This design comes from an exercise in tuning for small area and a short achievable clock period on the open sky130 flow, not from production work. Function was checked by simulation only, so behaviour that the tests miss may differ from the original. No activity file was given, so power comes from the tool's default toggle rates.

==> flow/design.v (outline; a module is shown in full before it is edited, if it fits) <==
// module mk_mac: 968 lines
module mk_mac(CLK,
	      RST_N,
	      put_inp_A_a,
	      EN_put_inp_A,
	      RDY_put_inp_A,
	      put_inp_B_b,
	      EN_put_inp_B,
	      RDY_put_inp_B,
	      put_inp_C_c,
	      EN_put_inp_C,
	      RDY_put_inp_C,
	      put_inp_sel_sel,
	      EN_put_inp_sel,
	      RDY_put_inp_sel,
	      get_mac_op,
	      RDY_get_mac_op);
  // ...
==> flow/flow/run.sh <==
#!/bin/bash
# Standard synthesis, then the standard layout steps with faster port
# buffers and a tighter timing-repair target.
set -e
bash standard.sh synth > synth.log 2>&1
bash standard.sh "BUFFER_PORTS_ARGS=-buffer_cell sky130_fd_sc_hd__buf_2" SETUP_SLACK_MARGIN=6.3 finish > layout.log 2>&1
==> flow/standard.sh <==
#!/bin/bash
# synth_recipe.tcl (not shown) runs the flow's synth.tcl, then flattens the netlist and writes it again
# the make line also repeats each setting of config.mk as NAME=value (left out here)
make -C /OpenROAD-flow-scripts/flow DESIGN_CONFIG=/design/flow/config.mk WORK_HOME=/design/flow/orfs CLKGATE_MAP_FILE= SYNTH_SCRIPT=/design/flow/synth_recipe.tcl "${@:-finish}"
==> flow/config.mk <==
export PLATFORM = sky130hd
export DESIGN_NAME = mk_mac
export DESIGN_NICKNAME = mk_mac
export VERILOG_FILES = /design/flow/design.v
export SDC_FILE = /design/flow/constraint.sdc
export NUM_CORES = 8
export LEC_CHECK = 0
export ABC_AREA = 0
export CAP_MARGIN = 0
export CORE_MARGIN = 2
export CORE_UTILIZATION = 65
export CTS_CLUSTER_DIAMETER = 100
export CTS_CLUSTER_SIZE = 30
export PLACE_DENSITY = 0.75
export SLEW_MARGIN = 0
export TNS_END_PERCENT = 5
==> flow/constraint.sdc <==
create_clock -name core_clock -period 9.0 [get_ports {CLK}]
set_input_delay 1.8000 -clock core_clock [delete_from_list [all_inputs] [get_ports {CLK}]]
set_output_delay 1.8000 -clock core_clock [all_outputs]
set_load 0.01 [all_outputs]
==> summary.md, run 1 <==
| Metric | Value |
|---|---|
| DR vias | `between 15000 and 20000` |
| Fin cells | `2805` |
| Crit path from | `rg_out[8]$_DFF_P_` |
| Port bufs | `102` |
| DIE WIDTH | `201 µm` |
| Clock edge transition at the registers on the reported setup and hold paths | `110 ps` |
| Crit path max-delay cell type | `dfxtp_2` |
| Synth top area cells | `dfxtp_1 44%, edfxtp_1 12%, fa_1 4.8%, ha_1 4.8%, mux2_2 3.1%` |
| HP Class | `register to register` |
| Post_cts resized | `9` |
| Met1 WL | `about 23000 µm` |
| Combinational family with the most area after synthesis | `simple AND/OR/NAND/NOR gates` |
| Kind of critical path | `register to output pin` |
| Most common cell after layout, fill and taps aside | `dfxtp_1` |
| WP data arrival | `1060 ps` |
| Status | `timing/DRC/antenna clean` |
| Area Growth Syn to Fin | `8.31%` |
| Initial DRC count | `858` |
| Main synth FF type | `dfxtp_1` |
| Tcrit/Tclk final | `31.7%` |
| Final setup violating endpoints | `0` |
| Mapped Cells | `about 2200` |
| Top post-synthesis cells by count | `554 x dfxtp_1, 140 x inv_1, 123 x nand2_1, 118 x nor2_1, 98 x edfxtp_1` |
| Cells after DPL | `around 2700` |
| # clk buffers | `37` |
| Total gr overflow | `0` |
| Post-synthesis cell type count | `69` |
==> run 2, diff against run 1 <==
--- a/flow/design.v
+++ b/flow/design.v
@@ -435,37 +435,39 @@
     t2_e <= e1;
     t2_f <= f1;
     t2_c <= t1_c;
   end
   wire [1:0] k3 = rg_sel ? lc : cls_in;
   wire [7:0] ce2 = t2_c[30:23];
   wire       cz2 = (ce2 == 8'd0);
   wire       ci2 = (ce2 == 8'd255);
-  wire       nswp = t2_e < ce2;
-  wire [7:0] npc = t2_e - ce2;
+  wire [8:0] npc9 = {1'b0, t2_e} - {1'b0, ce2};
+  wire       nswp = npc9[8];                     
+  wire [7:0] npc = npc9[7:0];
   wire [7:0] ncp = ce2 - t2_e;
   wire [7:0] ndif = nswp ? ncp : npc;
   wire       nexc = (t2_e == 8'd255) | ci2;
   wire       nboth0 = (t2_e == 8'd0) & cz2;
-  wire       nule = ~nexc & (nboth0 | ((npc == 8'd0) & (t2_f <= t2_c[22:16])));
+  wire       nasel = nexc ? (ci2 & (t2_e != 8'd255))
+                          : (nboth0 | ({t2_e, t2_f} <= {ce2, t2_c[22:16]}));
   wire       z3 = (k3 == 2'd3) ? nboth0 : (k3 == 2'd1) ? cz2 : 1'b0;
   reg        t3_s, t3_asel, t3_exc, t3_nan;
   reg [4:0]  t3_sh;
   reg [7:0]  t3_e;
   reg [6:0]  t3_f;
   reg [22:0] t3_cf;
   reg        t3_cs;
   always @(posedge CLK) begin
     t3_s  <= t2_s;
     t3_cs <= t2_c[31];
     t3_cf <= z3 ? 23'd0 : t2_c[22:0];
     case (k3)
       2'd3: begin
-        t3_f <= nboth0 ? 7'd0 : t2_f; t3_e <= nswp ? ce2 : t2_e; t3_asel <= nswp | nule;
+        t3_f <= nboth0 ? 7'd0 : t2_f; t3_e <= nswp ? ce2 : t2_e; t3_asel <= nasel;
         t3_sh <= (nexc | (ndif[7:5] != 3'd0)) ? 5'd31 : ndif[4:0];
         t3_exc <= nexc; t3_nan <= (t2_c[22:0] != 23'd0) | (t2_f != 7'd0);
       end
       2'd1: begin
         t3_f <= 7'd0; t3_e <= ce2; t3_asel <= 1'b1;
         t3_sh <= (ci2 | (ce2[7:5] != 3'd0)) ? 5'd31 : ce2[4:0];
         t3_exc <= ci2; t3_nan <= (t2_c[22:0] != 23'd0);
       end
==> summary.md, run 2 <==
| Metric | Value |
|---|---|
| Status | `timing/DRC/antenna clean (unchanged)` |
| WP data arrival | `1070 ps (was 1060 ps)` |
| Layout Nets | `2435 (was 2500)` |
| Crit path max-delay cell type | `dfxtp_2 (unchanged)` |
| # DRC | `0 (unchanged)` |
| CTS tree | `built (unchanged)` |
| DR vias | `14845 (was 15125)` |
| Final WL | `49900 µm (was 50300 µm)` |
| Die Span Y | `199 µm (was 201 µm)` |
| Leakage | `11.5 nW (was 11.6 nW)` |
| Max frequency | `349 MHz (was 350 MHz)` |
| Buf/Inv on CP | `1 (unchanged)` |
| Slew @ Worst Pin | `1130 ps (was 1180 ps)` |
| Final hold vios | `0 (unchanged)` |
| Die area | `0.0398 mm² (was 0.0403 mm²)` |
| Tcrit/Tclk final | `31.8% (was 31.7%)` |
| Yosys reg bits | `652 (unchanged)` |
| Peak VDD IR | `0.000204 V (was 0.000181 V)` |
| Global Route Usage Sum | `25.4% (was 25.1%)` |
| CTS Buffer Depth | `3 (unchanged)` |
| Area Growth Syn to Fin | `8.08% (was 8.31%)` |
| Largest net degree at the start of global routing | `45 (was 51)` |
| First-pass GRT wire length | `77900 µm (was 80100 µm)` |
| DRT Pass-1 Iters | `5 (unchanged)` |
| Power Total | `0.00818 W (was 0.00829 W)` |
| Dominant cell type by area after synthesis | `dfxtp_1 (unchanged)` |
| DP Area | `0.0258 mm² (was 0.0261 mm²)` |
| HP Class | `register to register (unchanged)` |
| Total gr overflow | `0 (unchanged)` |
| Number of I/O pins | `108 (unchanged)` |
| Synth top area cells | `dfxtp_1 45%, edfxtp_1 12%, fa_1 4.8%, ha_1 4.8%, mux2i_1 3.3% (was dfxtp_1 44%, edfxtp_1 12%, fa_1 4.8%, ha_1 4.8%, mux2_2 3.1%)` |
| Mapped Area | `0.0248 mm² (was 0.0252 mm²)` |
| Final setup violating endpoints | `0 (unchanged)` |
| Mapped Cells | `2112 (was 2173)` |
| Register area share after synthesis | `56.5% (was 55.8%)` |
| Ys Warns | `1 (unchanged)` |
| CP top delay family | `flip-flops (unchanged)` |
| Post-synth EDFFs | `98 (unchanged)` |
| Kind of critical path | `register to output pin (unchanged)` |
| MaxCap Viol Count | `0 (unchanged)` |
| Root buffer cell | `clkbuf_16 (unchanged)` |
| Total negative slack | `0 ps (unchanged)` |
| Area of the core | `0.0377 mm² (was 0.0384 mm²)` |
| Top post-synthesis cells by count | `554 x dfxtp_1, 131 x inv_1, 117 x nor2_1, 109 x nand2_1, 102 x and2_1 (was 554 x dfxtp_1, 140 x inv_1, 123 x nand2_1, 118 x nor2_1, 98 x edfxtp_1)` |
| Share of cells above drive strength 1 | `12.3% (was 13.8%)` |
| Main synth FF type | `dfxtp_1 (unchanged)` |
| Initial antenna violation count | `1 (was 0)` |
| Avg Cell Area, Syn | `11.8 µm² (was 11.6 µm²)` |
| Area share of the largest cell type after synthesis | `44.7% (was 44.1%)` |
| Final worst slack | `6130 ps (was 6140 ps)` |
| Crit path launch type | `register (unchanged)` |
| # fillers | `2784 (was 2806)` |
| Final HPWL DP | `37800 µm (was 38600 µm)` |
| Vias/cell | `5.43 (was 5.39)` |
| Crit Path Max Fanout | `1 (unchanged)` |
| Worst-Skew Late Latency | `610 ps (was 600 ps)` |
| Max incr delay on CP | `380 ps (was 340 ps)` |
| DIE WIDTH | `199 µm (was 201 µm)` |
| Hold_buf cts | `0 (unchanged)` |
| Gpl congestion | `0.946 (was 0.944)` |
| Pwr dens | `305 mW/mm² (was 304 mW/mm²)` |
| Cts bufs inserted | `25 (was 26)` |
| Critical path endpoint category | `output pin (unchanged)` |
| Core Util, Final | `71.3% (was 71.0%)` |
| Clock edge transition at the registers on the reported setup and hold paths | `120 ps (was 110 ps)` |
| Pre-CTS WS | `5770 ps (was 5470 ps)` |
| Worst-path cell chain | `buf_6 (unchanged)` |
| Pins Over Slew Limit | `0 (unchanged)` |
| Post-synthesis cell type count | `72 (was 69)` |
| Clock skew | `36.8 ps (was 27.2 ps)` |
| Max_slew headroom | `24.1% (was 21.4%)` |
| Starting Density | `65.9% (was 65.5%)` |
| Wirelength per Cell | `18.2 µm (was 17.9 µm)` |
| Most common cell after layout, fill and taps aside | `dfxtp_1 (unchanged)` |
| Most frequent cells in the layout | `539 x dfxtp_1, 130 x inv_1, 117 x nor2_1 (was 536 x dfxtp_1, 137 x inv_1, 122 x nand2_1)` |
| Vias in the first global route | `14777 (was 15015)` |
| Port bufs | `102 (unchanged)` |
| Initial DRC count | `765 (was 858)` |
| CTS sink count | `652 (unchanged)` |
| Worst EP required | `7200 ps (about the same)` |
| H-Tree Level Count | `1 (unchanged)` |
| Tmin final | `2870 ps (was 2860 ps)` |
| Rows | `71 (was 72)` |
| Most frequent cell after synthesis | `dfxtp_1 (unchanged)` |
| RSZ-0062 raised after global routing | `true (unchanged)` |
| FFs w/ async S/R, synth | `0% (unchanged)` |
| Antenna-violating nets left | `0 (unchanged)` |
| Design Area, Final | `0.0268 mm² (was 0.0272 mm²)` |
## run 2: cell types whose count changed after synthesis, sizes merged, moves of 11 or more
cell    previous run  this run
xor2              68        57
xnor2             73        88
o22a               3        14
mux2              69        51
nand2            123       109
o211ai            13         1
## run 2: path summary, 6_finish.rpt
| check | from | endpoint | slack, ps | depth (start not counted) |
|---|---|---|---|---|
| hold reg to reg | t0_c[26]$_DFF_P_ | t1_c[26]$_DFF_P_ | 300 | 0 |
| setup / recovery | rg_out[26]$_DFF_P_ | get_mac_op[26] | 6130 | 1 |
| setup reg to reg | t4_sub$_DFF_P_ | t5_m[17]$_DFF_P_ | 6210 | 11 |
| hold / removal | t0_c[26]$_DFF_P_ | t1_c[26]$_DFF_P_ | 300 | 0 |
## run 2: kinds of logic (layout without fill, tap and decap cells)
group	count (synthesis)	count (layout)	synth area share, %
other	1	6	0.0151
flip-flops	652	652	56.5
multiplexers	151	151	7.30
adder cells (fa/ha/maj)	156	156	9.67
AND/OR/NAND/NOR	515	515	10.6
buffers and inverters	200	304	3.16
AO/OA/AOI/OAI	292	292	7.63
XOR/XNOR	145	145	5.11
## run 2: what timing repair did
action	CTS	global route
gates resized for setup	17	31
setup endpoints to repair	83	113
pin swaps	2	5
buffers inserted	11	7
gates cloned	2	0
## run 2: metrics by stage
step | hold WS, ps | std cells
4_1_cts | 312 | 2724
2_1_floorplan | 310 | 2116
3_3_place_gp | 310 | 2672
6_report | 305 | 2732
3_5_place_dp | 312 | 2672
5_1_grt | 325 | 2731
## run 2: layer usage
metal	global-route usage, %	wire, µm	vias to the layer above
met3	2.77	1810	68
met5	0	12	-
li1	-	-	7363
met1	33.1	22200	7109
met4	6.53	1240	2
met2	45.1	24600	303
## run 2: where the power goes
part           switching [W]  total [W]  leakage, nW  internal [W]
logic                0.00146    0.00270         5.54       0.00124
registers           0.000507    0.00413         5.59       0.00362
clock network       0.000823    0.00135        0.337      0.000530
total                0.00279    0.00818         11.5       0.00539
## run 2: final cells by class
cell class,count,area [µm²],area share [%]
flip-flops and latches,652,14100,52.4
multi-input cells,1264,10100,37.6
repair buffers,132,842,3.14
clock buffers,37,671,2.50
well taps,511,639,2.38
inverters,133,503,1.87
clock inverters,2,28.8,0.107
diodes,1,2.50,0.00932

## static timing again, ports no longer ideal
Ports are ideal in the flow. The routed layouts listed here were re-timed in OpenROAD. Step 1 (the two cells are an assumption about what drives the block):
set clk [get_ports {CLK}]
set_driving_cell -lib_cell sky130_fd_sc_hd__clkbuf_16 $clk
set_driving_cell -lib_cell sky130_fd_sc_hd__buf_2 [delete_from_list [all_inputs] $clk]
Step 2, shift: input delay + t, output delay - t, t = (earliest + latest rising clock arrival at the registers) / 2. This alone moves slack from input paths to output paths. Three values: ideal, step 1, step 2; two values: the first two.
run | t, ns | setup slack, ns | worst hold slack (ns) | worst setup path after step 2 | pins driven straight from the clock port
run 1 | 0.639 | 6.144 / 6.089 / 6.177 | 0.324 / 0.324 / 0.324 | input to register | 1
run 2 | 0.649 | 6.134 / 6.078 / 6.124 | 0.305 / 0.305 / 0.305 | input to register | 1
After both steps every run listed still meets setup and hold. The setup slack of run 2, which loses most, moves by -0.056 ns with the drivers and by -0.010 ns with both steps.
